Background: an optimization exercise with open tools, aiming at small area, a short achievable clock period and few clock cycles per item. Do not read the settings as production practice.
RTL that was checked went through simulation tests only; none was proved equivalent to the original.
For run 1, only the layout was checked, not whether the RTL still works.

==> flow/design.v (outline; a module is shown in full before it is edited, if it fits) <==
// module mul_op: 1459 lines
// module mul_benc: 5 lines
// module mul_row: 7 lines
// module mul_fa: 4 lines
// module mul_fx: 6 lines
// module mul_ha: 4 lines
// module mul_xor: 3 lines
// module mul_xnor: 3 lines
// module mul_nand2: 3 lines
// module mul_nor2: 3 lines
// module mul_inv: 3 lines
// module mul_aoi21: 3 lines
// module mul_oai21: 3 lines
module mul_op #(parameter INPUTS = 2,
		parameter OUTPUTS = 1,
		parameter DATA_IN_SIZE = 32,
		parameter DATA_OUT_SIZE = 32)
		(
		input clk,
		input rst,
		input [INPUTS * (DATA_IN_SIZE)- 1 : 0]data_in_bus,
		input [INPUTS - 1 : 0]valid_in_bus,
		output [INPUTS - 1 : 0] ready_in_bus,
		output [OUTPUTS * (DATA_OUT_SIZE) - 1 : 0]data_out_bus,
		output [OUTPUTS - 1 : 0]valid_out_bus,
		input 	[OUTPUTS - 1 : 0] ready_out_bus
);
  // ...
==> flow/flow/run.sh <==
#!/bin/bash
# The standard layout, with resizing free to change a cell's footprint (so the
# port buffers and other cells can be swapped for faster ones) and port
# buffers that are plain buffers rather than delay cells.
set -euo pipefail
bash standard.sh MATCH_CELL_FOOTPRINT=0 BUFFER_PORTS_ARGS="-buffer_cell sky130_fd_sc_hd__buf_2" finish > standard.log 2>&1
==> flow/standard.sh <==
#!/bin/bash
# synth_recipe.tcl (not shown) runs the flow's synth.tcl, then flattens the netlist and writes it again
# the make line also repeats each setting of config.mk as NAME=value (left out here)
make -C /OpenROAD-flow-scripts/flow DESIGN_CONFIG=/design/flow/config.mk WORK_HOME=/design/flow/orfs CLKGATE_MAP_FILE= SYNTH_SCRIPT=/design/flow/synth_recipe.tcl "${@:-finish}"
==> flow/config.mk <==
export PLATFORM = sky130hd
export DESIGN_NAME = mul_op
export DESIGN_NICKNAME = mul_op
export VERILOG_FILES = /design/flow/design.v
export SDC_FILE = /design/flow/constraint.sdc
export NUM_CORES = 4
export LEC_CHECK = 0
export CAP_MARGIN = 20
export CORE_MARGIN = 2
export CORE_UTILIZATION = 40
export SETUP_SLACK_MARGIN = 4.2
export SLEW_MARGIN = 20
export SYNTH_HIERARCHICAL = 1
==> flow/constraint.sdc <==
create_clock -name core_clock -period 8.0 [get_ports {clk}]
set_input_delay 1.6000 -clock core_clock [delete_from_list [all_inputs] [get_ports {clk}]]
set_output_delay 1.6000 -clock core_clock [all_outputs]
set_load 0.01 [all_outputs]
==> flow_summary.ini, run 1 <==
[logic_synthesis]
synth_area_um2 = 18200
seq_area_frac_synth_pct = 22.8
yosys.area_share.adder_pct = 16.9
synth_top_family_by_area = XOR/XNOR gates
synth_cells = 1697
ys_dominant_reg_cell = edfxtp_1
synthXorXnorAreaFrac_pct = 32.3

[setup_path]
worstRegToRegCells = 9
crit_path_max_fanout = 6
cpPeakStageDelay_ns = 0.31
startpoint = data_in_bus[34]
crit_path_end = rc4[7]

[sta]
fin_tns_setup_ns = 0
whs_ns = 0.428
rsz0062_at_grt = yes
relSlewSlack_pct = 44.3

[finish]
nFillCells = 4033
buffers = 269
seq_cells = 139
layout_common_cells = 354 x xor2_1, 245 x xnor2_1, 152 x maj3_2

[detailed_routing]
drt-initial-drc-count = 837
vias = 13700
routed_wl_um = 53500

[clock_network]
h-tree-depth = 4
cts-resized-gates = 131

[outcome]
outcome = finished clean

[global_routing]
grt_pass1_vias = 13300
grt_usage_pct = 22.5
use_met3_pct = 4.28
antenna_found_initial = 0

[placed_design]
dp.cells = 2329
hpwlAfterDp_um = 37000

[floorplan]
die_area_um2 = 47300

[hold_path]
hold_class = reg -> reg
==> inputs of run 2 (changes only) <==
--- a/flow/design.v
+++ b/flow/design.v
@@ -7,61 +7,70 @@
 		input rst,
 		input [INPUTS * (DATA_IN_SIZE)- 1 : 0]data_in_bus,
 		input [INPUTS - 1 : 0]valid_in_bus,
 		output [INPUTS - 1 : 0] ready_in_bus,
 		output [OUTPUTS * (DATA_OUT_SIZE) - 1 : 0]data_out_bus,
 		output [OUTPUTS - 1 : 0]valid_out_bus,
 		input 	[OUTPUTS - 1 : 0] ready_out_bus
 );
-  reg [1:0] v;
-  wire ce = ~v[1] | ready_out_bus[0];
-  assign ready_in_bus[0] = valid_in_bus[1] & ce;
-  assign ready_in_bus[1] = valid_in_bus[0] & ce;
-  wire join_valid = valid_in_bus[0] & valid_in_bus[1];
+  reg fa, fb;
+  reg [31:0] a_s;
+  reg [47:0] sel_s;       
+  wire [47:0] sel_in;
+  reg sv;             
+  wire ce = ~sv;      
+  wire fire = fa & fb & ce;
+  assign ready_in_bus[0] = ~fa | fire;
+  assign ready_in_bus[1] = ~fb | fire;
+  always @(posedge clk, posedge rst)
+    if (rst) begin fa <= 1'b0; fb <= 1'b0; end
+    else begin
+      if (ready_in_bus[0]) fa <= valid_in_bus[0];
+      if (ready_in_bus[1]) fb <= valid_in_bus[1];
+    end
+  always @(posedge clk) begin
+    if (ready_in_bus[0]) a_s <= data_in_bus[31:0];
+    if (ready_in_bus[1]) sel_s <= sel_in;
+  end
+  reg [0:0] v;
   always @(posedge clk, posedge rst)
     if (rst) v <= 0;
-    else if (ce) v <= {v[0:0], join_valid};
-  assign valid_out_bus[0] = v[1];
-  reg [31:0] p_reg;
+    else if (ce) v <= fire;
+  reg vp;
+  reg [31:0] s_reg, p_reg;
+  wire p_en = ~vp | ready_out_bus[0];
+  always @(posedge clk, posedge rst)
+    if (rst) begin vp <= 1'b0; sv <= 1'b0; end
+    else begin
+      if (p_en) vp <= sv | v[0];
+      sv <= sv ? ~ready_out_bus[0] : (vp & ~ready_out_bus[0] & v[0]);
+    end
+  always @(posedge clk) begin
+    if (ce) s_reg <= prod;
+    if (p_en) p_reg <= p_next;
+  end
+  assign valid_out_bus[0] = vp;
   assign data_out_bus[31:0] = p_reg;
-  wire [31:0] a_s = data_in_bus[31:0];
-  wire [31:0] b_s = data_in_bus[63:32];
   wire [31:0] pp0;
-  wire [2:0] sel0;
   wire [29:0] pp1;
-  wire [2:0] sel1;
   wire [27:0] pp2;
-  wire [2:0] sel2;
   wire [25:0] pp3;
-  wire [2:0] sel3;
   wire [23:0] pp4;
-  wire [2:0] sel4;
   wire [21:0] pp5;
-  wire [2:0] sel5;
   wire [19:0] pp6;
-  wire [2:0] sel6;
   wire [17:0] pp7;
-  wire [2:0] sel7;
   wire [15:0] pp8;
-  wire [2:0] sel8;
   wire [13:0] pp9;
-  wire [2:0] sel9;
   wire [11:0] pp10;
-  wire [2:0] sel10;
   wire [9:0] pp11;
-  wire [2:0] sel11;
   wire [7:0] pp12;
-  wire [2:0] sel12;
   wire [5:0] pp13;
-  wire [2:0] sel13;
   wire [3:0] pp14;
-  wire [2:0] sel14;
   wire [1:0] pp15;
-  wire [2:0] sel15;
   wire n1;
   wire n2;
   wire n3;
   wire n4;
   wire n5;
   wire n6;
   wire n7;
   wire n8;
@@ -795,95 +804,127 @@
   wire k251;
   wire k252;
   wire k253;
   wire k254;
   wire k255;
   wire k256;
   wire k257;
   wire k258;
-  mul_benc enc0 (.b({b_s[1], b_s[0], 1'b0}), .sel(sel0));
-  mul_row #(.W(32)) row0 (.sel(sel0), .a(a_s[31:0]), .p(pp0));
-  mul_benc enc1 (.b({b_s[3], b_s[2], b_s[1]}), .sel(sel1));
-  mul_row #(.W(30)) row1 (.sel(sel1), .a(a_s[29:0]), .p(pp1));
-  mul_benc enc2 (.b({b_s[5], b_s[4], b_s[3]}), .sel(sel2));
-  mul_row #(.W(28)) row2 (.sel(sel2), .a(a_s[27:0]), .p(pp2));
-  mul_benc enc3 (.b({b_s[7], b_s[6], b_s[5]}), .sel(sel3));
-  mul_row #(.W(26)) row3 (.sel(sel3), .a(a_s[25:0]), .p(pp3));
-  mul_benc enc4 (.b({b_s[9], b_s[8], b_s[7]}), .sel(sel4));
-  mul_row #(.W(24)) row4 (.sel(sel4), .a(a_s[23:0]), .p(pp4));
-  mul_benc enc5 (.b({b_s[11], b_s[10], b_s[9]}), .sel(sel5));
-  mul_row #(.W(22)) row5 (.sel(sel5), .a(a_s[21:0]), .p(pp5));
-  mul_benc enc6 (.b({b_s[13], b_s[12], b_s[11]}), .sel(sel6));
-  mul_row #(.W(20)) row6 (.sel(sel6), .a(a_s[19:0]), .p(pp6));
-  mul_benc enc7 (.b({b_s[15], b_s[14], b_s[13]}), .sel(sel7));
-  mul_row #(.W(18)) row7 (.sel(sel7), .a(a_s[17:0]), .p(pp7));
-  mul_benc enc8 (.b({b_s[17], b_s[16], b_s[15]}), .sel(sel8));
-  mul_row #(.W(16)) row8 (.sel(sel8), .a(a_s[15:0]), .p(pp8));
-  mul_benc enc9 (.b({b_s[19], b_s[18], b_s[17]}), .sel(sel9));
-  mul_row #(.W(14)) row9 (.sel(sel9), .a(a_s[13:0]), .p(pp9));
-  mul_benc enc10 (.b({b_s[21], b_s[20], b_s[19]}), .sel(sel10));
-  mul_row #(.W(12)) row10 (.sel(sel10), .a(a_s[11:0]), .p(pp10));
-  mul_benc enc11 (.b({b_s[23], b_s[22], b_s[21]}), .sel(sel11));
-  mul_row #(.W(10)) row11 (.sel(sel11), .a(a_s[9:0]), .p(pp11));
-  mul_benc enc12 (.b({b_s[25], b_s[24], b_s[23]}), .sel(sel12));
-  mul_row #(.W(8)) row12 (.sel(sel12), .a(a_s[7:0]), .p(pp12));
-  mul_benc enc13 (.b({b_s[27], b_s[26], b_s[25]}), .sel(sel13));
-  mul_row #(.W(6)) row13 (.sel(sel13), .a(a_s[5:0]), .p(pp13));
-  mul_benc enc14 (.b({b_s[29], b_s[28], b_s[27]}), .sel(sel14));
-  mul_row #(.W(4)) row14 (.sel(sel14), .a(a_s[3:0]), .p(pp14));
-  mul_benc enc15 (.b({b_s[31], b_s[30], b_s[29]}), .sel(sel15));
-  mul_row #(.W(2)) row15 (.sel(sel15), .a(a_s[1:0]), .p(pp15));
-  mul_ha ha1 (.a(b_s[3]), .b(pp0[2]), .s(n1), .co(n2));
+  wire k259;
+  wire k260;
+  wire k261;
+  wire k262;
+  wire k263;
+  wire k264;
+  wire k265;
+  wire k266;
+  wire k267;
+  wire k268;
+  wire k269;
+  wire k270;
+  wire k271;
+  wire k272;
+  wire k273;
+  wire k274;
+  wire k275;
+  wire k276;
+  wire k277;
+  wire k278;
+  wire k279;
+  wire k280;
+  wire k281;
+  wire k282;
+  wire k283;
+  wire k284;
+  wire k285;
+  wire k286;
+  wire k287;
+  wire k288;
+  wire k289;
+  wire k290;
+  mul_benc enc0 (.b({data_in_bus[33], data_in_bus[32], 1'b0}), .sel(sel_in[2:0]));
+  mul_row #(.W(32)) row0 (.sel(sel_s[2:0]), .a(a_s[31:0]), .p(pp0));
+  mul_benc enc1 (.b({data_in_bus[35], data_in_bus[34], data_in_bus[33]}), .sel(sel_in[5:3]));
+  mul_row #(.W(30)) row1 (.sel(sel_s[5:3]), .a(a_s[29:0]), .p(pp1));
+  mul_benc enc2 (.b({data_in_bus[37], data_in_bus[36], data_in_bus[35]}), .sel(sel_in[8:6]));
+  mul_row #(.W(28)) row2 (.sel(sel_s[8:6]), .a(a_s[27:0]), .p(pp2));
+  mul_benc enc3 (.b({data_in_bus[39], data_in_bus[38], data_in_bus[37]}), .sel(sel_in[11:9]));
+  mul_row #(.W(26)) row3 (.sel(sel_s[11:9]), .a(a_s[25:0]), .p(pp3));
+  mul_benc enc4 (.b({data_in_bus[41], data_in_bus[40], data_in_bus[39]}), .sel(sel_in[14:12]));
+  mul_row #(.W(24)) row4 (.sel(sel_s[14:12]), .a(a_s[23:0]), .p(pp4));
+  mul_benc enc5 (.b({data_in_bus[43], data_in_bus[42], data_in_bus[41]}), .sel(sel_in[17:15]));
+  mul_row #(.W(22)) row5 (.sel(sel_s[17:15]), .a(a_s[21:0]), .p(pp5));
+  mul_benc enc6 (.b({data_in_bus[45], data_in_bus[44], data_in_bus[43]}), .sel(sel_in[20:18]));
+  mul_row #(.W(20)) row6 (.sel(sel_s[20:18]), .a(a_s[19:0]), .p(pp6));
+  mul_benc enc7 (.b({data_in_bus[47], data_in_bus[46], data_in_bus[45]}), .sel(sel_in[23:21]));
+  mul_row #(.W(18)) row7 (.sel(sel_s[23:21]), .a(a_s[17:0]), .p(pp7));
+  mul_benc enc8 (.b({data_in_bus[49], data_in_bus[48], data_in_bus[47]}), .sel(sel_in[26:24]));
+  mul_row #(.W(16)) row8 (.sel(sel_s[26:24]), .a(a_s[15:0]), .p(pp8));
+  mul_benc enc9 (.b({data_in_bus[51], data_in_bus[50], data_in_bus[49]}), .sel(sel_in[29:27]));
+  mul_row #(.W(14)) row9 (.sel(sel_s[29:27]), .a(a_s[13:0]), .p(pp9));
+  mul_benc enc10 (.b({data_in_bus[53], data_in_bus[52], data_in_bus[51]}), .sel(sel_in[32:30]));
+  mul_row #(.W(12)) row10 (.sel(sel_s[32:30]), .a(a_s[11:0]), .p(pp10));
+  mul_benc enc11 (.b({data_in_bus[55], data_in_bus[54], data_in_bus[53]}), .sel(sel_in[35:33]));
+  mul_row #(.W(10)) row11 (.sel(sel_s[35:33]), .a(a_s[9:0]), .p(pp11));
+  mul_benc enc12 (.b({data_in_bus[57], data_in_bus[56], data_in_bus[55]}), .sel(sel_in[38:36]));
+  mul_row #(.W(8)) row12 (.sel(sel_s[38:36]), .a(a_s[7:0]), .p(pp12));
+  mul_benc enc13 (.b({data_in_bus[59], data_in_bus[58], data_in_bus[57]}), .sel(sel_in[41:39]));
+  mul_row #(.W(6)) row13 (.sel(sel_s[41:39]), .a(a_s[5:0]), .p(pp13));
+  mul_benc enc14 (.b({data_in_bus[61], data_in_bus[60], data_in_bus[59]}), .sel(sel_in[44:42]));
+  mul_row #(.W(4)) row14 (.sel(sel_s[44:42]), .a(a_s[3:0]), .p(pp14));
+  mul_benc enc15 (.b({data_in_bus[63], data_in_bus[62], data_in_bus[61]}), .sel(sel_in[47:45]));
+  mul_row #(.W(2)) row15 (.sel(sel_s[47:45]), .a(a_s[1:0]), .p(pp15));
+  mul_ha ha1 (.a(sel_s[5]), .b(pp0[2]), .s(n1), .co(n2));
   mul_ha ha2 (.a(pp0[3]), .b(pp1[1]), .s(n3), .co(n4));
-  mul_fx fx1 (.a(b_s[5]), .b(pp0[4]), .c(pp1[2]), .s(n5), .co(n6));
+  mul_fx fx1 (.a(sel_s[8]), .b(pp0[4]), .c(pp1[2]), .s(n5), .co(n6));
   mul_fx fx2 (.a(pp0[5]), .b(pp1[3]), .c(pp2[1]), .s(n7), .co(n8));
-  mul_fx fx3 (.a(b_s[7]), .b(pp0[6]), .c(pp1[4]), .s(n9), .co(n10));
+  mul_fx fx3 (.a(sel_s[11]), .b(pp0[6]), .c(pp1[4]), .s(n9), .co(n10));
   mul_ha ha3 (.a(pp2[2]), .b(pp3[0]), .s(n11), .co(n12));
   mul_fx fx4 (.a(pp0[7]), .b(pp1[5]), .c(pp2[3]), .s(n13), .co(n14));
-  mul_ha ha4 (.a(b_s[25]), .b(pp0[24]), .s(n15), .co(n16));
+  mul_ha ha4 (.a(sel_s[38]), .b(pp0[24]), .s(n15), .co(n16));
   mul_ha ha5 (.a(pp0[25]), .b(pp10[5]), .s(n17), .co(n18));
-  mul_fx fx5 (.a(b_s[27]), .b(pp0[26]), .c(pp10[6]), .s(n19), .co(n20));
+  mul_fx fx5 (.a(sel_s[41]), .b(pp0[26]), .c(pp10[6]), .s(n19), .co(n20));
   mul_ha ha6 (.a(pp11[4]), .b(pp12[2]), .s(n21), .co(n22));
   mul_fx fx6 (.a(pp0[27]), .b(pp10[7]), .c(pp11[5]), .s(n23), .co(n24));
   mul_ha ha7 (.a(pp12[3]), .b(pp13[1]), .s(n25), .co(n26));
-  mul_fx fx7 (.a(b_s[29]), .b(pp0[28]), .c(pp10[8]), .s(n27), .co(n28));
+  mul_fx fx7 (.a(sel_s[44]), .b(pp0[28]), .c(pp10[8]), .s(n27), .co(n28));
   mul_fx fx8 (.a(pp11[6]), .b(pp12[4]), .c(pp13[2]), .s(n29), .co(n30));
   mul_ha ha8 (.a(pp14[0]), .b(pp1[26]), .s(n31), .co(n32));
   mul_fx fx9 (.a(pp0[29]), .b(pp10[9]), .c(pp11[7]), .s(n33), .co(n34));
   mul_fx fx10 (.a(pp12[5]), .b(pp13[3]), .c(pp14[1]), .s(n35), .co(n36));
   mul_ha ha9 (.a(pp1[27]), .b(pp2[25]), .s(n37), .co(n38));
-  mul_fx fx11 (.a(b_s[31]), .b(pp0[30]), .c(pp10[10]), .s(n39), .co(n40));
+  mul_fx fx11 (.a(sel_s[47]), .b(pp0[30]), .c(pp10[10]), .s(n39), .co(n40));
   mul_fx fx12 (.a(pp11[8]), .b(pp12[6]), .c(pp13[4]), .s(n41), .co(n42));
   mul_fx fx13 (.a(pp14[2]), .b(pp15[0]), .c(pp1[28]), .s(n43), .co(n44));
   mul_ha ha10 (.a(pp2[26]), .b(pp3[24]), .s(n45), .co(n46));
   mul_xor xr1 (.a(pp0[31]), .b(pp10[11]), .y(n47));
   mul_xor xr2 (.a(pp11[9]), .b(pp12[7]), .y(n48));
   mul_xor xr3 (.a(pp13[5]), .b(pp14[3]), .y(n49));
   mul_xor xr4 (.a(pp15[1]), .b(pp1[29]), .y(n50));
   mul_xor xr5 (.a(pp2[27]), .b(pp3[25]), .y(n51));
   mul_xor xr6 (.a(pp4[23]), .b(pp5[21]), .y(n52));
   mul_xor xr7 (.a(pp6[19]), .b(pp7[17]), .y(n53));
   mul_ha ha11 (.a(pp2[0]), .b(n4), .s(n54), .co(n55));
   mul_ha ha12 (.a(n6), .b(n7), .s(n56), .co(n57));
   mul_fx fx14 (.a(n11), .b(n8), .c(n9), .s(n58), .co(n59));
   mul_fx fx15 (.a(pp3[1]), .b(n12), .c(n10), .s(n60), .co(n61));
-  mul_ha ha13 (.a(b_s[17]), .b(pp0[16]), .s(n62), .co(n63));
+  mul_ha ha13 (.a(sel_s[26]), .b(pp0[16]), .s(n62), .co(n63));
   mul_ha ha14 (.a(pp0[17]), .b(pp1[15]), .s(n64), .co(n65));
-  mul_fx fx16 (.a(b_s[19]), .b(pp0[18]), .c(pp1[16]), .s(n66), .co(n67));
+  mul_fx fx16 (.a(sel_s[29]), .b(pp0[18]), .c(pp1[16]), .s(n66), .co(n67));
   mul_ha ha15 (.a(pp2[14]), .b(pp3[12]), .s(n68), .co(n69));
   mul_fx fx17 (.a(pp0[19]), .b(pp1[17]), .c(pp2[15]), .s(n70), .co(n71));
   mul_ha ha16 (.a(pp3[13]), .b(pp4[11]), .s(n72), .co(n73));
-  mul_fx fx18 (.a(b_s[21]), .b(pp0[20]), .c(pp10[0]), .s(n74), .co(n75));
+  mul_fx fx18 (.a(sel_s[32]), .b(pp0[20]), .c(pp10[0]), .s(n74), .co(n75));
   mul_fx fx19 (.a(pp1[18]), .b(pp2[16]), .c(pp3[14]), .s(n76), .co(n77));
   mul_ha ha17 (.a(pp4[12]), .b(pp5[10]), .s(n78), .co(n79));
   mul_fx fx20 (.a(pp0[21]), .b(pp10[1]), .c(pp1[19]), .s(n80), .co(n81));
   mul_fx fx21 (.a(pp2[17]), .b(pp3[15]), .c(pp4[13]), .s(n82), .co(n83));
   mul_ha ha18 (.a(pp5[11]), .b(pp6[9]), .s(n84), .co(n85));
-  mul_fx fx22 (.a(b_s[23]), .b(pp0[22]), .c(pp10[2]), .s(n86), .co(n87));
+  mul_fx fx22 (.a(sel_s[35]), .b(pp0[22]), .c(pp10[2]), .s(n86), .co(n87));
   mul_fx fx23 (.a(pp11[0]), .b(pp1[20]), .c(pp2[18]), .s(n88), .co(n89));
   mul_fx fx24 (.a(pp3[16]), .b(pp4[14]), .c(pp5[12]), .s(n90), .co(n91));
   mul_ha ha19 (.a(pp6[10]), .b(pp7[8]), .s(n92), .co(n93));
   mul_fx fx25 (.a(pp0[23]), .b(pp10[3]), .c(pp11[1]), .s(n94), .co(n95));
   mul_fx fx26 (.a(pp1[21]), .b(pp2[19]), .c(pp3[17]), .s(n96), .co(n97));
   mul_fx fx27 (.a(pp4[15]), .b(pp5[13]), .c(pp6[11]), .s(n98), .co(n99));
   mul_ha ha20 (.a(pp7[9]), .b(pp8[7]), .s(n100), .co(n101));
   mul_fx fx28 (.a(pp10[4]), .b(pp11[2]), .c(pp12[0]), .s(n102), .co(n103));
@@ -918,26 +959,26 @@
   mul_xor xr9 (.a(n158), .b(n47), .y(n159));
   mul_xor xr10 (.a(n48), .b(n49), .y(n160));
   mul_xor xr11 (.a(n50), .b(n51), .y(n161));
   mul_xor xr12 (.a(n52), .b(n53), .y(n162));
   mul_xor xr13 (.a(n46), .b(n40), .y(n163));
   mul_xor xr14 (.a(n42), .b(n44), .y(n164));
   mul_xor xr15 (.a(n159), .b(n160), .y(n165));
   mul_ha ha21 (.a(n13), .b(n60), .s(n166), .co(n167));
-  mul_fx fx56 (.a(b_s[9]), .b(pp0[8]), .c(pp1[6]), .s(n168), .co(n169));
+  mul_fx fx56 (.a(sel_s[14]), .b(pp0[8]), .c(pp1[6]), .s(n168), .co(n169));
   mul_ha ha22 (.a(pp2[4]), .b(pp3[2]), .s(n170), .co(n171));
   mul_ha ha23 (.a(pp0[9]), .b(pp1[7]), .s(n172), .co(n173));
-  mul_fx fx57 (.a(b_s[11]), .b(pp0[10]), .c(pp1[8]), .s(n174), .co(n175));
+  mul_fx fx57 (.a(sel_s[17]), .b(pp0[10]), .c(pp1[8]), .s(n174), .co(n175));
   mul_ha ha24 (.a(pp0[11]), .b(pp1[9]), .s(n176), .co(n177));
-  mul_fx fx58 (.a(b_s[13]), .b(pp0[12]), .c(pp1[10]), .s(n178), .co(n179));
+  mul_fx fx58 (.a(sel_s[20]), .b(pp0[12]), .c(pp1[10]), .s(n178), .co(n179));
   mul_ha ha25 (.a(pp2[8]), .b(pp3[6]), .s(n180), .co(n181));
   mul_fx fx59 (.a(pp0[13]), .b(pp1[11]), .c(pp2[9]), .s(n182), .co(n183));
   mul_ha ha26 (.a(pp3[7]), .b(pp4[5]), .s(n184), .co(n185));
-  mul_fx fx60 (.a(b_s[15]), .b(pp0[14]), .c(pp1[12]), .s(n186), .co(n187));
+  mul_fx fx60 (.a(sel_s[23]), .b(pp0[14]), .c(pp1[12]), .s(n186), .co(n187));
   mul_fx fx61 (.a(pp2[10]), .b(pp3[8]), .c(pp4[6]), .s(n188), .co(n189));
   mul_ha ha27 (.a(pp5[4]), .b(pp6[2]), .s(n190), .co(n191));
   mul_fx fx62 (.a(pp0[15]), .b(pp1[13]), .c(pp2[11]), .s(n192), .co(n193));
   mul_fx fx63 (.a(pp3[9]), .b(pp4[7]), .c(pp5[5]), .s(n194), .co(n195));
   mul_ha ha28 (.a(pp6[3]), .b(pp7[1]), .s(n196), .co(n197));
   mul_fx fx64 (.a(pp1[14]), .b(pp2[12]), .c(pp3[10]), .s(n198), .co(n199));
   mul_fx fx65 (.a(pp4[8]), .b(pp5[6]), .c(pp6[4]), .s(n200), .co(n201));
   mul_fx fx66 (.a(pp7[2]), .b(pp8[0]), .c(n62), .s(n202), .co(n203));
@@ -1033,17 +1074,17 @@
   mul_fx fx149 (.a(n271), .b(n273), .c(n276), .s(n376), .co(n377));
   mul_fx fx150 (.a(n278), .b(n275), .c(n280), .s(n378), .co(n379));
   mul_fx fx151 (.a(n277), .b(n282), .c(n284), .s(n380), .co(n381));
   mul_fx fx152 (.a(n279), .b(n281), .c(n286), .s(n382), .co(n383));
   mul_xor xr22 (.a(n283), .b(n291), .y(n384));
   mul_xor xr23 (.a(n292), .b(n293), .y(n385));
   mul_xor xr24 (.a(n384), .b(n285), .y(n386));
   mul_xor xr25 (.a(n385), .b(n287), .y(n387));
-  assign lsum = {1'b0, n59, n57, n55, n5, n2, pp1[0], pp0[1], b_s[1]} + {1'b0, n166, n58, n56, n54, n3, n1, 1'b0, pp0[0]};
+  assign lsum = {1'b0, n59, n57, n55, n5, n2, pp1[0], pp0[1], sel_s[2]} + {1'b0, n166, n58, n56, n54, n3, n1, 1'b0, pp0[0]};
   mul_fa fa1 (.a(rc4[10]), .b(rc4[11]), .c(rc4[12]), .s(n388), .co(n389));
   mul_fa fa2 (.a(rc4[13]), .b(rc4[14]), .c(rc4[15]), .s(n390), .co(n391));
   mul_fa fa3 (.a(rc4[17]), .b(rc4[18]), .c(rc4[19]), .s(n392), .co(n393));
   mul_fa fa4 (.a(rc4[21]), .b(rc4[22]), .c(rc4[23]), .s(n394), .co(n395));
   mul_fa fa5 (.a(rc4[25]), .b(rc4[26]), .c(rc4[27]), .s(n396), .co(n397));
   mul_fa fa6 (.a(rc4[29]), .b(rc4[30]), .c(rc4[31]), .s(n398), .co(n399));
   mul_fa fa7 (.a(rc4[33]), .b(rc4[34]), .c(rc4[35]), .s(n400), .co(n401));
   mul_fa fa8 (.a(rc4[37]), .b(rc4[38]), .c(rc4[39]), .s(n402), .co(n403));
@@ -1343,16 +1384,49 @@
   mul_xor g252 (.a(k18), .b(k224), .y(k252));
   mul_xor g253 (.a(k19), .b(k225), .y(k253));
   mul_xor g254 (.a(k20), .b(k226), .y(k254));
   mul_xor g255 (.a(k21), .b(k227), .y(k255));
   mul_xor g256 (.a(k22), .b(k229), .y(k256));
   mul_xor g257 (.a(k23), .b(k231), .y(k257));
   mul_xor g258 (.a(k24), .b(k233), .y(k258));
   wire [31:0] prod = {k258, k257, k256, k255, k254, k253, k252, k251, k250, k249, k248, k247, k246, k245, k244, k243, k242, k241, k240, k239, k238, k237, k236, k1, rc4[7], rc4[6], rc4[5], rc4[4], rc4[3], rc4[2], rc4[1], rc4[0]};
+  mul_sel g259 (.s(sv), .a(s_reg[8]), .b(k1), .y(k259));
+  mul_selxn g260 (.s(sv), .a(s_reg[9]), .b(k2), .c(k25), .y(k260));
+  mul_selx g261 (.s(sv), .a(s_reg[10]), .b(k3), .c(k73), .y(k261));
+  mul_selxn g262 (.s(sv), .a(s_reg[11]), .b(k4), .c(k119), .y(k262));
+  mul_selxn g263 (.s(sv), .a(s_reg[12]), .b(k5), .c(k120), .y(k263));
+  mul_selx g264 (.s(sv), .a(s_reg[13]), .b(k6), .c(k161), .y(k264));
+  mul_selx g265 (.s(sv), .a(s_reg[14]), .b(k7), .c(k163), .y(k265));
+  mul_selx g266 (.s(sv), .a(s_reg[15]), .b(k8), .c(k164), .y(k266));
+  mul_selx g267 (.s(sv), .a(s_reg[16]), .b(k9), .c(k165), .y(k267));
+  mul_selxn g268 (.s(sv), .a(s_reg[17]), .b(k10), .c(k198), .y(k268));
+  mul_selxn g269 (.s(sv), .a(s_reg[18]), .b(k11), .c(k199), .y(k269));
+  mul_selxn g270 (.s(sv), .a(s_reg[19]), .b(k12), .c(k201), .y(k270));
+  mul_selxn g271 (.s(sv), .a(s_reg[20]), .b(k13), .c(k203), .y(k271));
+  mul_selxn g272 (.s(sv), .a(s_reg[21]), .b(k14), .c(k204), .y(k272));
+  mul_selxn g273 (.s(sv), .a(s_reg[22]), .b(k15), .c(k205), .y(k273));
+  mul_selxn g274 (.s(sv), .a(s_reg[23]), .b(k16), .c(k206), .y(k274));
+  mul_selxn g275 (.s(sv), .a(s_reg[24]), .b(k17), .c(k207), .y(k275));
+  mul_selx g276 (.s(sv), .a(s_reg[25]), .b(k18), .c(k224), .y(k276));
+  mul_selx g277 (.s(sv), .a(s_reg[26]), .b(k19), .c(k225), .y(k277));
+  mul_selx g278 (.s(sv), .a(s_reg[27]), .b(k20), .c(k226), .y(k278));
+  mul_selx g279 (.s(sv), .a(s_reg[28]), .b(k21), .c(k227), .y(k279));
+  mul_selx g280 (.s(sv), .a(s_reg[29]), .b(k22), .c(k229), .y(k280));
+  mul_selx g281 (.s(sv), .a(s_reg[30]), .b(k23), .c(k231), .y(k281));
+  mul_selx g282 (.s(sv), .a(s_reg[31]), .b(k24), .c(k233), .y(k282));
+  mul_sel g283 (.s(sv), .a(s_reg[0]), .b(rc4[0]), .y(k283));
+  mul_sel g284 (.s(sv), .a(s_reg[1]), .b(rc4[1]), .y(k284));
+  mul_sel g285 (.s(sv), .a(s_reg[2]), .b(rc4[2]), .y(k285));
+  mul_sel g286 (.s(sv), .a(s_reg[3]), .b(rc4[3]), .y(k286));
+  mul_sel g287 (.s(sv), .a(s_reg[4]), .b(rc4[4]), .y(k287));
+  mul_sel g288 (.s(sv), .a(s_reg[5]), .b(rc4[5]), .y(k288));
+  mul_sel g289 (.s(sv), .a(s_reg[6]), .b(rc4[6]), .y(k289));
+  mul_sel g290 (.s(sv), .a(s_reg[7]), .b(rc4[7]), .y(k290));
+  wire [31:0] p_next = {k282, k281, k280, k279, k278, k277, k276, k275, k274, k273, k272, k271, k270, k269, k268, k267, k266, k265, k264, k263, k262, k261, k260, k259, k290, k289, k288, k287, k286, k285, k284, k283};
   always @(posedge clk) if (ce) begin
     rc4[0] <= lsum[0];
     rc4[1] <= lsum[1];
     rc4[2] <= lsum[2];
     rc4[3] <= lsum[3];
     rc4[4] <= lsum[4];
     rc4[5] <= lsum[5];
     rc4[6] <= lsum[6];
@@ -1450,17 +1524,16 @@
     rc4[98] <= n382;
     rc4[99] <= n377;
     rc4[100] <= n379;
     rc4[101] <= n386;
     rc4[102] <= n387;
     rc4[103] <= n381;
     rc4[104] <= n383;
   end
-  always @(posedge clk) if (ce) p_reg <= prod;
 endmodule
 module mul_benc (input [2:0] b, output [2:0] sel);
   assign sel[0] = b[1] ^ b[0];
   assign sel[1] = (b[2] & ~b[1] & ~b[0]) | (~b[2] & b[1] & b[0]);
   assign sel[2] = b[2];
 endmodule
 module mul_row #(parameter W = 32) (input [2:0] sel, input [W-1:0] a, output [W-1:0] p);
   wire one = sel[0];
@@ -1499,8 +1572,17 @@
   assign y = ~a;
 endmodule
 module mul_aoi21 (input a, input b, input c, output y);
   assign y = ~((a & b) | c);
 endmodule
 module mul_oai21 (input a, input b, input c, output y);
   assign y = ~((a | b) & c);
 endmodule
+module mul_selx (input s, input a, input b, input c, output y);
+  assign y = s ? a : (b ^ c);
+endmodule
+module mul_selxn (input s, input a, input b, input c, output y);
+  assign y = s ? a : ~(b ^ c);
+endmodule
+module mul_sel (input s, input a, input b, output y);
+  assign y = s ? a : b;
+endmodule
==> flow/config.mk (replaced) <==
export PLATFORM = sky130hd
export DESIGN_NAME = mul_op
export DESIGN_NICKNAME = mul_op
export VERILOG_FILES = /design/flow/design.v
export SDC_FILE = /design/flow/constraint.sdc
export NUM_CORES = 4
export LEC_CHECK = 0
export CAP_MARGIN = 20
export CORE_MARGIN = 2
export CORE_UTILIZATION = 55
export SETUP_SLACK_MARGIN = 5
export SLEW_MARGIN = 20
export SYNTH_HIERARCHICAL = 1
==> run 2 against run 1 <==
Effect of this change: still clean; final cell count is 5.1% higher; wire length increased by 13%; synthesized cell count grew 12%; highest routed layer is now met5.
==> flow_summary.ini, run 2 <==
[floorplan]
rows = 73
core_area_um2 = 39800
start_util_pct = 55.8
fp.dieW_um = 205
die_area_um2 = 42000
die_h_um = 205
io_pins = 104

[setup_path]
worstPathCellList = o21ai_4 -> buf_6
cp.required_ns = 6.40
r2r-end = p_reg[31]
cpMaxStageDelayCell = dfrtp_4
reg2reg_from = rc4[17]
cp-start-kind = flip-flop
endpoint_kind = output port
cpPeakStageDelay_ns = 0.51
r2r_setup_slack_ns = 4.95
crit_path_max_fanout = 4
worstRegToRegCells = 10
arrival_ns = 1.51
critPathKind = reg -> out

[hold_path]
holdPathEnd = s_reg[1]
hold_class = reg -> reg
holdCritStartpoint = rc4[1]
hold_depth = 0

[global_routing]
grt_usage_pct = 28.8
grt_max_degree = 68
antenna_found_initial = 2
grt_pass1_vias = 15400
overflow = 0
grt_pass1_wl_um = 90900

[detailed_routing]
dr.pass1.iters = 5
drt-initial-drc-count = 917
routed_wl_um = 60200
post-route-drc-count = 0
drt.antenna.violating_nets = 0
wl_per_cell_um = 22.9
vias = 15400
via_per_inst = 5.84

[sta]
hold_viol = 0
relSlewSlack_pct = 31.8
finalCritPeriodShare_pct = 38.8
clock_skew_ns = 0.0431
fin_tns_setup_ns = 0
fmax_mhz = 322
whs_ns = 0.457
tightest_slew_ns = 1.02
final_max_slew_viol_count = 0
timing.final.setup_violations = 0
period_minus_slack_ns = 3.11
rsz0062_at_grt = yes

[logic_synthesis]
ys_warn_count = 7
async_reset_ff_share_pct = 1.97
synth_top_area_cell = edfxtp_1
synth_most_common_cell = xor2_1
synth.top_cell.area_share_pct = 33.6
synth_cell_types = 39
avgSynthCellArea_um2 = 11.7
synth_area_um2 = 22200
ys_dominant_reg_cell = edfxtp_1
synth_cells = 1897
ys_top_cells_by_count = 397 x xor2_1, 299 x xnor2_1, 249 x edfxtp_1
yosys-top-cells-area = edfxtp_1 34%, xor2_1 16%, xnor2_1 12%
synth_edf_count = 249
seq_area_frac_synth_pct = 34.2
synth-seq-cells = 254

[finish]
nFillCells = 3200
layout_common_cells = 395 x xor2_1, 296 x xnor2_1, 249 x edfxtp_1
final_core_utilization_pct = 63.8
fin_nets = 2237
instances_no_fill = 2631
multiInputGateArea_um2 = 14300
n_antenna_cell = 0
areaGrowthSynthToFinish_pct = 14.3
layout_commonest_cell = xor2_1
regMostFlops = rc4
largest_reg_flops = 105
seq_area_um2 = 7610
layout-drive-gt1-share_pct = 35.5

[placed_design]
dp.cells = 2469
io_buffers = 103
gp_congestion = 0.888
hpwlAfterDp_um = 40500

[clock_network]
cts_root_buf = clkbuf_16
h-tree-depth = 1
cts.sinks = 254
clockBufferDepth = 3
holdBufCountCts = 0
cts_tree = done
clk_pin_slew_ns = 0.06
insertion_delay_ns = 0.60
numCtsBuffers = 28

[run]
drv_cap = 0

[outcome]
outcome = finished clean
run 2: changes by cell type after synthesis, moves of 3 or more:
cell      delta
a21oi_1      +4
and2_1       -3
dfrtp_1      +3
edfxtp_1   +112
mux2_4       +9
nand2_1     +22
nor2_1       +4
o21ai_1     +22
xnor2_1     +14
xor2_1      +10
run 2: kinds of logic after synthesis:
family | synth area share [%]
AO/OA/AOI/OAI | 16.2
XOR/XNOR | 27.4
adder cells (fa/ha/maj) | 13.9
buffers and inverters | 4.19
flip-flops | 34.2
multiplexers | 0.608
other | 0.0169
AND/OR/NAND/NOR | 3.49
run 2: how the worst max path moves through the flow:
stage / cells past startpoint / from / to / slack, ns
2_1_floorplan: 1 / sv / rc4[0] / 4.62
3_3_place_gp: 10 / rc4[12] / p_reg[30] / 4.50
3_5_place_dp: 10 / rc4[12] / p_reg[30] / 4.45
4_1_cts: 10 / rc4[12] / p_reg[30] / 4.82
5_1_grt: 10 / rc4[17] / p_reg[31] / 4.81
6_report: 2 / sv / ready_in_bus[1] / 4.89
run 2: cell type report:
type	instances	share of cell area [%]
repair buffers	253	7.53
clock buffers	34	2.85
well taps	525	2.59
repair inverters	1	0.0197
multi-input cells	1535	56.3
inverters	12	0.202
flip-flops and latches	254	29.9
clock inverters	17	0.566
run 2: worst max-delay path, delay by kind of cell (launching register included):
kind	cells	cell delay, ns
flip-flops	1	0.51
buffers and inverters	1	0.15
AO/OA/AOI/OAI	1	0.24
run 2: stage by stage:
step	area (um2)	worst slack, ns
finish	25400	4.89
global route	25400	4.81
CTS	24300	4.82
detailed placement	22900	4.45
global placement	22900	4.50
floorplan	22300	4.62
run 2: Yosys stat by module, one instance, submodules excluded, excerpt:
module | copies in the design | cells inside | flops+latches
mul_nor2 | 58 | 1 | 0
mul_xor | 369 | 1 | 0
mul_aoi21 | 36 | 1 | 0
mul_benc | 16 | 5 | 0
mul_sel | 9 | 1 | 0
mul_fa | 45 | 1 | 0
run 2: repair_timing:
item / 4_1_cts / 5_1_grt
pin swaps: 8 / 32
setup buffers: 43 / 65
gates cloned: 1 / 1
gates resized for setup: 49 / 112
setup endpoints to repair: 152 / 150
run 2: per-layer routing:
layer  vias up  global-route usage (%)  routed length [um]
li1       7169                       -                   -
met1      7531                    36.7               25000
met2       502                    49.5               29500
met3       158                    3.21                3200
met4         2                    12.1                2530
met5         -                       0                  13
Testbench counts of run 2, summed over its fixed seeds: cycles 2,424, items 2,400.
==> inputs of run 3 (changes only) <==
--- a/flow/config.mk
+++ b/flow/config.mk
@@ -7,7 +7,7 @@
 export LEC_CHECK = 0
 export CAP_MARGIN = 20
 export CORE_MARGIN = 2
-export CORE_UTILIZATION = 55
-export SETUP_SLACK_MARGIN = 5
+export CORE_UTILIZATION = 40
+export SETUP_SLACK_MARGIN = 4.8
 export SLEW_MARGIN = 20
 export SYNTH_HIERARCHICAL = 1
==> run 3 against run 2 <==
Effect of this change: clock skew shrank 0.025 ns; synthesized cell count is the same; register-to-register slack lost 0.07 ns; sequential share of layout area grew 1.1 points; setup slack lost 0.036 ns; via count shrank 4.7%; critical path depth grew 1; still clean on timing, DRC and antenna; critical endpoint unchanged; worst hold slack lost 0.0083 ns.
==> flow_summary.ini, run 3 <==
[detailed_routing]
wl_per_cell_um = 20.7
routed_wl_um = 57500
via_per_inst = 5.28
vias = 14600
drt-initial-drc-count = 977
drt.antenna.violating_nets = 0
dr.pass1.iters = 5
post-route-drc-count = 0

[setup_path]
r2r_setup_slack_ns = 4.88
cp.required_ns = 6.40
worstRegToRegCells = 10
arrival_ns = 1.54
endpoint_kind = output port
reg2reg_from = rc4[82]
crit_path_max_fanout = 2
critPathKind = reg -> out
cp-start-kind = flip-flop
r2r-end = p_reg[27]

[sta]
period_minus_slack_ns = 3.14
fin_tns_setup_ns = 0
tightest_slew_ns = 1.12
hold_viol = 0
fmax_mhz = 318
clock_skew_ns = 0.0182
relSlewSlack_pct = 25.1
finalCritPeriodShare_pct = 39.3
whs_ns = 0.449
timing.final.setup_violations = 0
rsz0062_at_grt = yes
final_max_slew_viol_count = 0

[clock_network]
holdBufCountCts = 0
cts_tree = done
clk_pin_slew_ns = 0.06
cts.sinks = 254
cts_root_buf = clkbuf_16
h-tree-depth = 1
numCtsBuffers = 29
clockBufferDepth = 3
insertion_delay_ns = 0.57

[logic_synthesis]
async_reset_ff_share_pct = 1.97
synth_most_common_cell = xor2_1
synth.top_cell.area_share_pct = 33.6
ys_top_cells_by_count = 397 x xor2_1, 299 x xnor2_1, 249 x edfxtp_1
ys_warn_count = 7
seq_area_frac_synth_pct = 34.2
ys_dominant_reg_cell = edfxtp_1
synth_cells = 1897
synth-seq-cells = 254
synth_top_area_cell = edfxtp_1
synth_area_um2 = 22200
avgSynthCellArea_um2 = 11.7
yosys-top-cells-area = edfxtp_1 34%, xor2_1 16%, xnor2_1 12%
synth_edf_count = 249
synth_cell_types = 39

[run]
drv_cap = 0

[hold_path]
hold_class = reg -> reg
hold_depth = 0
holdCritStartpoint = rc4[2]
holdPathEnd = s_reg[2]

[finish]
layout-drive-gt1-share_pct = 29.2
areaGrowthSynthToFinish_pct = 10.3
fin_nets = 2153
largest_reg_flops = 105
final_core_utilization_pct = 44.6
regMostFlops = rc4
layout_common_cells = 397 x xor2_1, 299 x xnor2_1, 249 x edfxtp_1
layout_commonest_cell = xor2_1

[floorplan]
io_pins = 104
die_area_um2 = 57500
core_area_um2 = 55000
die_h_um = 240
fp.dieW_um = 240
start_util_pct = 40.4
rows = 86

[global_routing]
grt_usage_pct = 20.0
grt_pass1_wl_um = 87400
grt_max_degree = 81
antenna_found_initial = 0
grt_pass1_vias = 14900
overflow = 0

[placed_design]
gp_congestion = 0.881
hpwlAfterDp_um = 40600
io_buffers = 103

[outcome]
outcome = finished clean
[run 3: final cells by class]
class,instances,area [um2]
fill,5155,30500
multi-input combinational,1534,13800
sequential,254,7610
timing repair buffer,170,1100
tap,748,936
clock buffer,34,744
clock inverter,20,244
inverter,12,48.8
antenna,1,2.50
[run 3: per-module statistics from Yosys (local to each module, per instance), excerpt]
module / cells / copies in the design / flops+latches / cell area, um2
mul_aoi21: 1 / 36 / 0 / 8.76
mul_fa: 1 / 45 / 0 / 20.0
mul_selxn: 3 / 11 / 0 / 17.5
mul_nand2: 1 / 49 / 0 / 3.75
mul_selx: 3 / 12 / 0 / 17.5
mul_ha: 1 / 30 / 0 / 12.5
mul_xor: 1 / 369 / 0 / 8.76
mul_nor2: 1 / 58 / 0 / 3.75
[run 3: logic make-up (layout without fill, tap and decap cells)]
group	count (synthesis)	count (layout)	share of synthesized area, %
adder cells (fa/ha/maj)	235	235	13.9
AO/OA/AOI/OAI	398	398	16.2
flip-flops	254	254	34.2
multiplexers	9	9	0.608
XOR/XNOR	696	696	27.4
AND/OR/NAND/NOR	193	193	3.49
buffers and inverters	111	236	4.19
other	1	4	0.0169
[run 3: worst max-delay path by stage]
| stage | startpoint | endpoint | slack [ns] | cells past startpoint |
|---|---|---|---|---|
| final | sv | ready_in_bus[1] | 4.86 | 3 |
| after global routing | a_s[3] | rc4[12] | 4.70 | 10 |
| after CTS | fb | ready_in_bus[0] | 4.74 | 4 |
| after detailed placement | rc4[13] | p_reg[30] | 4.57 | 10 |
| after global placement | rc4[13] | p_reg[30] | 4.63 | 10 |
| after floorplan | sv | rc4[0] | 4.62 | 1 |
[run 3: critical path, stage by stage (launching register included)]
cell	delay, ns
dfrtp_4	0.49
buf_4	0.16
o21ai_4	0.18
buf_6	0.13
[run 3: metal layers]
metal  share of wire [%]  global-route usage [%]
met2                  47                    33.4
met4                 3.4                    6.93
met1                  44                    26.7
met5                   0                       0
met3                 4.9                    2.40
[run 3: what timing repair did]
action                                  CTS  global route
pin swaps                                 0             3
setup buffers                             9            13
hold endpoints to repair                  0             0
endpoints found under the setup margin   13            23
resized for setup                         8            27
gates cloned                              0             1
[run 3: through the flow]
step	cells	setup slack (ns)	instance area, um2
2_1_floorplan	1899	4.62	22300
3_3_place_gp	2695	4.63	23200
3_5_place_dp	2695	4.57	23200
4_1_cts	2758	4.74	24300
5_1_grt	2772	4.70	24500
6_report	2773	4.86	24500
==> inputs of run 4 (changes only) <==
--- a/flow/config.mk
+++ b/flow/config.mk
@@ -8,6 +8,6 @@
 export CAP_MARGIN = 20
 export CORE_MARGIN = 2
 export CORE_UTILIZATION = 40
-export SETUP_SLACK_MARGIN = 4.8
+export SETUP_SLACK_MARGIN = 5
 export SLEW_MARGIN = 20
 export SYNTH_HIERARCHICAL = 1
==> run 4 against run 3 <==
Effect of this change: still clean on timing, DRC and antenna; setup slack better by 0.13 ns; non-clock buffer count rose by 55; worst hold slack gained 0.0052 ns; register-to-register slack improved by 0.13 ns; core utilization increased by 1.5 points; critical path depth fell by 1; fmax grew 4.5%; flip-flop and latch count unchanged; synthesized cell count stayed put; critical path type unchanged; highest routed layer unchanged.
==> flow_summary.ini, run 4 <==
[logic_synthesis]
synth_most_common_cell = xor2_1
yosys-top-cells-area = edfxtp_1 34%, xor2_1 16%, xnor2_1 12%
synth_cell_types = 39
synth_top_area_cell = edfxtp_1
synth_edf_count = 249
seq_area_frac_synth_pct = 34.2
ys_warn_count = 7
synth_area_um2 = 22200
ys_dominant_reg_cell = edfxtp_1
async_reset_ff_share_pct = 1.97
avgSynthCellArea_um2 = 11.7
synth_cells = 1897
synth-seq-cells = 254
ys_top_cells_by_count = 397 x xor2_1, 299 x xnor2_1, 249 x edfxtp_1
synth.top_cell.area_share_pct = 33.6

[sta]
relSlewSlack_pct = 35.2
period_minus_slack_ns = 3.01
fin_tns_setup_ns = 0
final_max_slew_viol_count = 0
rsz0062_at_grt = yes
timing.final.setup_violations = 0
fmax_mhz = 333
clock_skew_ns = 0.0133
whs_ns = 0.454
finalCritPeriodShare_pct = 37.6
tightest_slew_ns = 0.972
hold_viol = 0

[floorplan]
die_area_um2 = 57500
io_pins = 104
fp.dieW_um = 240
core_area_um2 = 55000
die_h_um = 240
start_util_pct = 40.4
rows = 86

[clock_network]
cts_tree = done
h-tree-depth = 1
holdBufCountCts = 0
cts_root_buf = clkbuf_16
clk_pin_slew_ns = 0.06
clockBufferDepth = 3
cts.sinks = 254
numCtsBuffers = 29
insertion_delay_ns = 0.57

[finish]
layout-drive-gt1-share_pct = 34.2
instances_no_fill = 2826
layout_commonest_cell = xor2_1
layout_common_cells = 396 x xor2_1, 297 x xnor2_1, 249 x edfxtp_1
areaGrowthSynthToFinish_pct = 14.1
n_antenna_cell = 0
fin_nets = 2208
final_core_utilization_pct = 46.1
largest_reg_flops = 105
regMostFlops = rc4

[global_routing]
grt_pass1_vias = 14900
overflow = 0
busiest_layer = met2
grt_max_degree = 76
grtUsageMet1_pct = 27.9
use_met3_pct = 2.73
grt_usage_pct = 20.7
antenna_found_initial = 1
grt_pass1_wl_um = 90900
use_met2_pct = 34.5

[setup_path]
critPathKind = reg -> out
cp.required_ns = 6.40
cp-start-kind = flip-flop
crit_path_max_fanout = 4
endpoint_kind = output port
arrival_ns = 1.41

[detailed_routing]
dr.pass1.iters = 5
drt.antenna.violating_nets = 0
routed_wl_um = 60000
post-route-drc-count = 0
via_per_inst = 5.39
drt-initial-drc-count = 1153
vias = 15200
wl_per_cell_um = 21.2

[placed_design]
gp_congestion = 0.882
dp.cells = 2692
io_buffers = 103
hpwlAfterDp_um = 41200

[outcome]
outcome = finished clean

[hold_path]
hold_class = reg -> reg

[run]
drv_cap = 0
run 4: routing by layer:
layer	vias to the layer above	routed length, um
met5	-	0
met3	130	3120
met2	502	28300
met4	0	2090
li1	7106	-
met1	7481	26500
run 4: final timing paths:
| kind | from | to | slack, ns | depth (start not counted) |
|---|---|---|---|---|
| max | sv | ready_in_bus[0] | 4.99 | 2 |
| min | rc4[6] | s_reg[6] | 0.45 | 0 |
| max reg2reg | sel_s[28] | rc4[101] | 5.01 | 8 |
| min reg2reg | rc4[6] | s_reg[6] | 0.45 | 0 |
| max in group asynchronous | rst | sv | 6.86 | 2 |
| min in group asynchronous | rst | fb | 0.93 | 2 |
run 4: cell type report:
type / count / area [um2]
Clock inverter: 12 / 75.1
Inverter: 12 / 48.8
Tap cell: 748 / 936
Multi-Input combinational cell: 1534 / 14200
Timing Repair Buffer: 225 / 1660
Fill cell: 5104 / 29600
Sequential cell: 254 / 7610
Clock buffer: 41 / 811
run 4: Yosys stat by module (local to each module, per instance), excerpt:
module | area [um2] | cells | flip-flops and latches | times used
mul_nor2 | 3.75 | 1 | 0 | 58
mul_aoi21 | 8.76 | 1 | 0 | 36
mul_fa | 20.0 | 1 | 0 | 45
mul_nand2 | 3.75 | 1 | 0 | 49
mul_oai21 | 5.00 | 1 | 0 | 48
mul_selx | 17.5 | 3 | 0 | 12
mul_xor | 8.76 | 1 | 0 | 369
run 4: cells by family after synthesis:
family	Yosys count	share of synthesized area (%)
other	1	0.0169
flip-flops	254	34.2
AO/OA/AOI/OAI	398	16.2
AND/OR/NAND/NOR	193	3.49
multiplexers	9	0.608
adder cells (fa/ha/maj)	235	13.9
buffers and inverters	111	4.19
XOR/XNOR	696	27.4
run 4: through the flow:
step	instance area (um2)	setup WS [ns]
global placement	23100	4.61
global route	25400	4.93
CTS	24400	4.87
detailed placement	23100	4.56
finish	25400	4.99
floorplan	22300	4.62
run 4: what timing repair did:
item,4_1_cts,5_1_grt
resized for setup,34,105
pin swaps,2,19
setup buffers,21,60
endpoints found under the setup margin,63,43
run 4: critical path, stage by stage (launching register included):
cell	delay [ns]
dfrtp_4	0.52
o21ai_4	0.20
buf_6	0.13
==> inputs of run 5 (changes only) <==
--- a/flow/config.mk
+++ b/flow/config.mk
@@ -8,6 +8,7 @@
 export CAP_MARGIN = 20
 export CORE_MARGIN = 2
 export CORE_UTILIZATION = 40
+export PLACE_DENSITY = 0.75
 export SETUP_SLACK_MARGIN = 5
 export SLEW_MARGIN = 20
 export SYNTH_HIERARCHICAL = 1
==> run 5 against run 4 <==
Effect of this change: first-iteration DRC count rose by 2.9%; setup slack got worse by 0.16 ns; worst hold slack improved by 0.0023 ns; cell area fell by 0.73%; non-clock buffer count fell by 5; sequential share of layout area rose by 0.22 points; core utilization fell by 0.34 points; flip-flop and latch count did not move; critical path type unchanged; critical endpoint unchanged; highest routed layer unchanged.
==> flow_summary.ini, run 5 <==
[setup_path]
cpMaxStageDelayCell = dfrtp_4
critPathKind = reg -> out
r2r-end = p_reg[27]
endpoint_kind = output port
cp.required_ns = 6.40
arrival_ns = 1.57
worstPathCellList = buf_6 -> o21ai_4 -> buf_6
cp-start-kind = flip-flop
path_buf_inv = 2
startpoint = sv
reg2reg_from = rc4[41]
worstRegToRegCells = 10
r2r_setup_slack_ns = 4.96
path_delay_family = flip-flops
cpPeakStageDelay_ns = 0.52
crit_top_cell = buf_6
crit_path_max_fanout = 2

[detailed_routing]
vias = 15500
drt-initial-drc-count = 1186
routed_wl_um = 59000
via_per_inst = 5.49
dr.pass1.iters = 5
drt.antenna.violating_nets = 0
post-route-drc-count = 0
wl_per_cell_um = 20.9

[global_routing]
grt_usage_pct = 20.4
grt_pass1_wl_um = 90100
grt_pass1_vias = 15600
grt_max_degree = 74
overflow = 0
antenna_found_initial = 0

[finish]
seq_area_um2 = 7610
largest_reg_flops = 105
areaGrowthSynthToFinish_pct = 13.3
multiInputGateArea_um2 = 14000
fin_nets = 2202
final_core_utilization_pct = 45.8
nFillCells = 4972
regMostFlops = rc4
layout-drive-gt1-share_pct = 33.3
layout_commonest_cell = xor2_1
layout_common_cells = 397 x xor2_1, 299 x xnor2_1, 249 x edfxtp_1

[clock_network]
cts.sinks = 254
holdBufCountCts = 0
insertion_delay_ns = 0.57
clockBufferDepth = 3
clk_pin_slew_ns = 0.07
cts_root_buf = clkbuf_16
h-tree-depth = 1
cts_tree = done
numCtsBuffers = 28

[sta]
finalCritPeriodShare_pct = 39.6
rsz0062_at_grt = yes
fin_tns_setup_ns = 0
final_max_slew_viol_count = 0
fmax_mhz = 316
hold_viol = 0
clock_skew_ns = 0.0307
relSlewSlack_pct = 39.0
timing.final.setup_violations = 0
period_minus_slack_ns = 3.17
tightest_slew_ns = 0.915

[logic_synthesis]
synth_cell_types = 39
synth-seq-cells = 254
synth_most_common_cell = xor2_1
ys_top_cells_by_count = 397 x xor2_1, 299 x xnor2_1, 249 x edfxtp_1
synth_cells = 1897
async_reset_ff_share_pct = 1.97
ys_dominant_reg_cell = edfxtp_1
ys_warn_count = 7
synth_edf_count = 249
avgSynthCellArea_um2 = 11.7
synth_area_um2 = 22200
synth_top_area_cell = edfxtp_1
seq_area_frac_synth_pct = 34.2
synth.top_cell.area_share_pct = 33.6
yosys-top-cells-area = edfxtp_1 34%, xor2_1 16%, xnor2_1 12%

[floorplan]
core_area_um2 = 55000
io_pins = 104
die_area_um2 = 57500
fp.dieW_um = 240
die_h_um = 240
start_util_pct = 40.4
rows = 86

[hold_path]
hold_class = reg -> reg
holdPathEnd = s_reg[4]
hold_depth = 0
holdCritStartpoint = rc4[4]

[run]
drv_cap = 0

[outcome]
outcome = finished clean

[placed_design]
io_buffers = 103
hpwlAfterDp_um = 40000
gp_congestion = 0.906
-- run 5: changes by cell type in the layout (fill, tap and decap cells not counted), sizes merged --
cell / before / now
buf: 225 / 216
bufinv: 0 / 1
clkinvlp: 2 / 5
diode: 0 / 1
clkinv: 9 / 11
clkbuf: 41 / 36
inv: 13 / 15
-- run 5: timing repair --
action                                 in CTS  in global routing
setup endpoints to repair                  52                106
setup buffers                              31                 45
gates resized for setup                    41                 63
endpoints found under the hold margin       0                  0
pin swaps                                   8                  7
gates cloned                                2                  1
-- run 5: worst register-to-register path, cell delays in order, from the launching register on --
cell and delay [ns]:
edfxtp_1 0.41, fa_1 0.58, fa_1 0.47, nor2_2 0.21, o21ai_1 0.15, a21oi_2 0.22, o21ai_1 0.14, a21oi_2 0.20
o21ai_4 0.10, xnor2_1 0.19, o21ai_1 0.10
-- run 5: modules after synthesis (local to each module, per instance), excerpt --
module     cells inside  flops+latches  cell area, um2  copies in the design
mul_selxn             3              0            17.5                    11
mul_sel               1              0            15.0                     9
mul_ha                1              0            12.5                    30
mul_xor               1              0            8.76                   369
mul_oai21             1              0            5.00                    48
mul_nor2              1              0            3.75                    58
mul_nand2             1              0            3.75                    49
mul_inv               1              0            3.75                     7
-- run 5: worst max path at each step --
stage / end / cells after the start / slack [ns]
3_3_place_gp: ready_in_bus[1] / 3 / 4.61
2_1_floorplan: rc4[0] / 1 / 4.62
3_5_place_dp: p_reg[31] / 10 / 4.54
6_report: ready_in_bus[0] / 3 / 4.83
4_1_cts: ready_in_bus[0] / 3 / 4.79
5_1_grt: ready_in_bus[1] / 3 / 4.80
-- run 5: metal layers --
layer / GRT usage, % / routed length, um / up-vias
met5: 0 / 0 / -
met4: 7.95 / 2430 / 0
met3: 3.22 / 4370 / 161
met2: 33.9 / 27900 / 677
met1: 26.5 / 24300 / 7564
li1: - / - / 7088
-- run 5: cells by family (layout without fill, tap and decap cells) --
logic type | Yosys count | in the layout | synth area share, %
buffers and inverters | 111 | 284 | 4.19
other | 1 | 4 | 0.0169
muxes | 9 | 9 | 0.608
xor gates and xnor gates | 696 | 696 | 27.4
and+or+nand+nor | 193 | 193 | 3.49
DFF | 254 | 254 | 34.2
AOI/OAI and AO/OA | 398 | 398 | 16.2
adders and majority gates | 235 | 235 | 13.9
-- run 5: metrics by stage --
| stage | setup slack, ns | hold slack (ns) | std cells | cell area (um2) |
|---|---|---|---|---|
| after floorplan | 4.62 | 0.427 | 1899 | 22300 |
| after global placement | 4.61 | 0.440 | 2688 | 23100 |
| after detailed placement | 4.54 | 0.443 | 2689 | 23100 |
| after CTS | 4.79 | 0.459 | 2774 | 24600 |
| after global routing | 4.80 | 0.481 | 2820 | 25200 |
| final | 4.83 | 0.457 | 2821 | 25200 |
-- run 5: final cells by class --
class	instances	share of cell area [%]
clock buffers	32	2.97
diodes	1	0.00994
multi-input cells	1534	55.7
clock inverters	20	0.626
repair buffers	220	6.59
inverters	12	0.194
flip-flops and latches	254	30.2
well taps	748	3.72
==> inputs of run 6 (changes only) <==
--- a/flow/config.mk
+++ b/flow/config.mk
@@ -8,7 +8,7 @@
 export CAP_MARGIN = 20
 export CORE_MARGIN = 2
 export CORE_UTILIZATION = 40
-export PLACE_DENSITY = 0.75
+export PLACE_DENSITY = 0.45
 export SETUP_SLACK_MARGIN = 5
 export SLEW_MARGIN = 20
 export SYNTH_HIERARCHICAL = 1
==> run 6 against run 5 <==
Effect of this change: core utilization up 1.3 points; cell area up 2.8%; synthesized cell count unchanged.
==> flow_summary.ini, run 6 <==
[finish]
layout-drive-gt1-share_pct = 36.0
layout_commonest_cell = xor2_1
largest_reg_flops = 105
fin_nets = 2213
n_antenna_cell = 0
layout_common_cells = 395 x xor2_1, 296 x xnor2_1, 249 x edfxtp_1
areaGrowthSynthToFinish_pct = 16.4
regMostFlops = rc4

[logic_synthesis]
synth_top_area_cell = edfxtp_1
synthXorXnorAreaFrac_pct = 27.4
seq_area_frac_synth_pct = 34.2
synth.top_cell.area_share_pct = 33.6
synth_simple_gate_area_share_pct = 3.49
synth-seq-cells = 254
ys_top_cells_by_count = 397 x xor2_1, 299 x xnor2_1, 249 x edfxtp_1
async_reset_ff_share_pct = 1.97
synth_top_family_by_area = XOR/XNOR gates
synth_area_um2 = 22200
ys_warn_count = 7
ys_dominant_reg_cell = edfxtp_1
synth_cells = 1897
avgSynthCellArea_um2 = 11.7
synth_compound_area_share_pct = 16.2
yosys.area_share.adder_pct = 13.9
yosys-top-cells-area = edfxtp_1 34%, xor2_1 16%, xnor2_1 12%
synth_most_common_cell = xor2_1
synth_edf_count = 249
yosys-mux-area-fraction_pct = 0.608
synth_cell_types = 39

[clock_network]
numCtsBuffers = 31
cts_tree = done
h-tree-depth = 1
cts.sinks = 254
clockBufferDepth = 3
holdBufCountCts = 0
clk_pin_slew_ns = 0.06
cts_root_buf = clkbuf_16
insertion_delay_ns = 0.60

[setup_path]
endpoint_kind = output port
critPathKind = reg -> out
cpPeakStageDelay_ns = 0.50
cpMaxStageDelayCell = dfrtp_4
crit_path_max_fanout = 2
path_delay_family = flip-flops
arrival_ns = 1.57
cp.required_ns = 6.40
cp-start-kind = flip-flop
path_buf_inv = 2
startpoint = sv
worstPathCellList = buf_8 -> o21ai_4 -> buf_6
reg2reg_from = rc4[19]

[sta]
whs_ns = 0.449
clock_skew_ns = 0.0144
rsz0062_at_grt = yes
fin_tns_setup_ns = 0
fmax_mhz = 316
relSlewSlack_pct = 26.5
hold_viol = 0
timing.final.setup_violations = 0
final_max_slew_viol_count = 0
finalCritPeriodShare_pct = 39.6
period_minus_slack_ns = 3.17
tightest_slew_ns = 1.10

[detailed_routing]
wl_per_cell_um = 23.8
routed_wl_um = 67500
post-route-drc-count = 0
dr.pass1.iters = 5
vias = 15000
via_per_inst = 5.31
drt.antenna.violating_nets = 0
drt-initial-drc-count = 848

[global_routing]
use_met2_pct = 40.1
use_met3_pct = 2.34
overflow = 0
grtUsageMet1_pct = 31.9
antenna_found_initial = 1
busiest_layer = met2
grt_pass1_vias = 15400
grt_max_degree = 77
grt_pass1_wl_um = 101000
grt_usage_pct = 23.7

[floorplan]
rows = 86
core_area_um2 = 55000
die_area_um2 = 57500
io_pins = 104
die_h_um = 240
fp.dieW_um = 240
start_util_pct = 40.4

[placed_design]
hpwlAfterDp_um = 46000
io_buffers = 103
gp_congestion = 0.899

[run]
drv_cap = 0

[outcome]
outcome = finished clean

[hold_path]
hold_class = reg -> reg
holdCritStartpoint = rc4[4]
## run 6: per-stage QoR
stage / worst slack (ns) / utilization (%) / area [um2] / instances
final: 4.83 / 47.1 / 25900 / 2833
after global routing: 4.76 / 47.1 / 25900 / 2833
after CTS: 4.74 / 45.4 / 25000 / 2800
after detailed placement: 4.45 / 42.3 / 23200 / 2704
after global placement: 4.44 / 42.3 / 23200 / 2704
after floorplan: 4.62 / - / 22300 / 1899
## run 6: cell type report
cell class	count	area (um2)
multi-input cells	1534	14500
well taps	748	936
clock buffers	37	798
repair buffers	228	1710
flip-flops and latches	254	7610
inverters	12	48.8
fillers	5070	29100
clock inverters	20	290
## run 6: worst paths after layout
path | depth (start not counted) | slack [ns] | endpoint
hold reg to reg | 0 | 0.45 | s_reg[4]
setup / recovery | 3 | 4.83 | ready_in_bus[0]
setup reg to reg | 11 | 4.97 | p_reg[24]
max in group asynchronous | 2 | 6.91 | sv
hold / removal | 0 | 0.45 | s_reg[4]
min in group asynchronous | 2 | 0.89 | sv
## run 6: worst reg2reg max path, stage by stage, from the launching register on
cell	delay [ns]
edfxtp_1	0.40
fa_1	0.59
fa_2	0.51
nor2_4	0.24
buf_12	0.13
nor2_4	0.04
a21oi_4	0.21
buf_4	0.15
o21ai_4	0.06
a21oi_4	0.20
xor2_1	0.16
o21ai_1	0.07
## run 6: repair_timing
action	CTS	global route
cloned	1	0
buffers inserted	38	33
pin swaps	9	48
endpoints found under the setup margin	147	39
gates resized for setup	63	148
## run 6: kinds of logic after synthesis
logic type      after synthesis
compound gates              398
xor+xnor                    696
fa+ha+maj                   235
buf+inv                     111
flops                       254
mux                           9
other cells                   1
simple gates                193
## run 6: metal layers
metal,share of wire [%],vias up
li1,-,7124
met5,0.019,-
met2,48,351
met3,3.5,113
met4,3.3,2
met1,46,7457
## run 6: modules after synthesis, one instance, submodules excluded, a selection
module     flip-flops and latches  copies in the design  cells inside  cell area, um2
mul_nand2                       0                    49             1            3.75
mul_inv                         0                     7             1            3.75
mul_aoi21                       0                    36             1            8.76
mul_ha                          0                    30             1            12.5
mul_sel                         0                     9             1            15.0
mul_nor2                        0                    58             1            3.75
mul_op                        254                     1           307            7960
mul_selxn                       0                    11             3            17.5
mul_oai21                       0                    48             1            5.00
mul_benc                        0                    16             5            38.8

separate check: timing with driven ports:
No port has a modelled driver above. Below, the same layouts with a new extraction and two added sets of constraints. Step 1 sets driving cells, clkbuf_16 on the clock port and buf_2 on the other inputs (assumed; they add their load-dependent delay and slew). Step 2, shift: input delay + t, output delay - t, t = (earliest + latest rising clock arrival at the registers) / 2. This alone moves slack from input paths to output paths. a / b / c = ideal / step 1 / step 2; a / b = the first two.
run	shift t [ns]	setup WS [ns]	latest minus earliest clock arrival (ns)	worst data-port slew with drivers (ns)
run 1	0.537	4.123 / 4.088 / 3.551	0.012 / 0.012	0.18
run 2	0.633	4.894 / 4.838 / 4.948	0.044 / 0.043	0.10
run 3	0.619	4.858 / 4.805 / 4.884	0.018 / 0.018	0.13
run 4	0.619	4.993 / 4.941 / 5.014	0.015 / 0.015	0.12
run 5	0.609	4.831 / 4.777 / 4.962	0.030 / 0.031	0.17
run 6	0.657	4.835 / 4.775 / 4.973	0.015 / 0.015	0.13
After both steps every run listed still meets setup and hold. The setup slack of run 1, which loses most, moves by -0.035 ns with the drivers and by -0.572 ns with both steps.
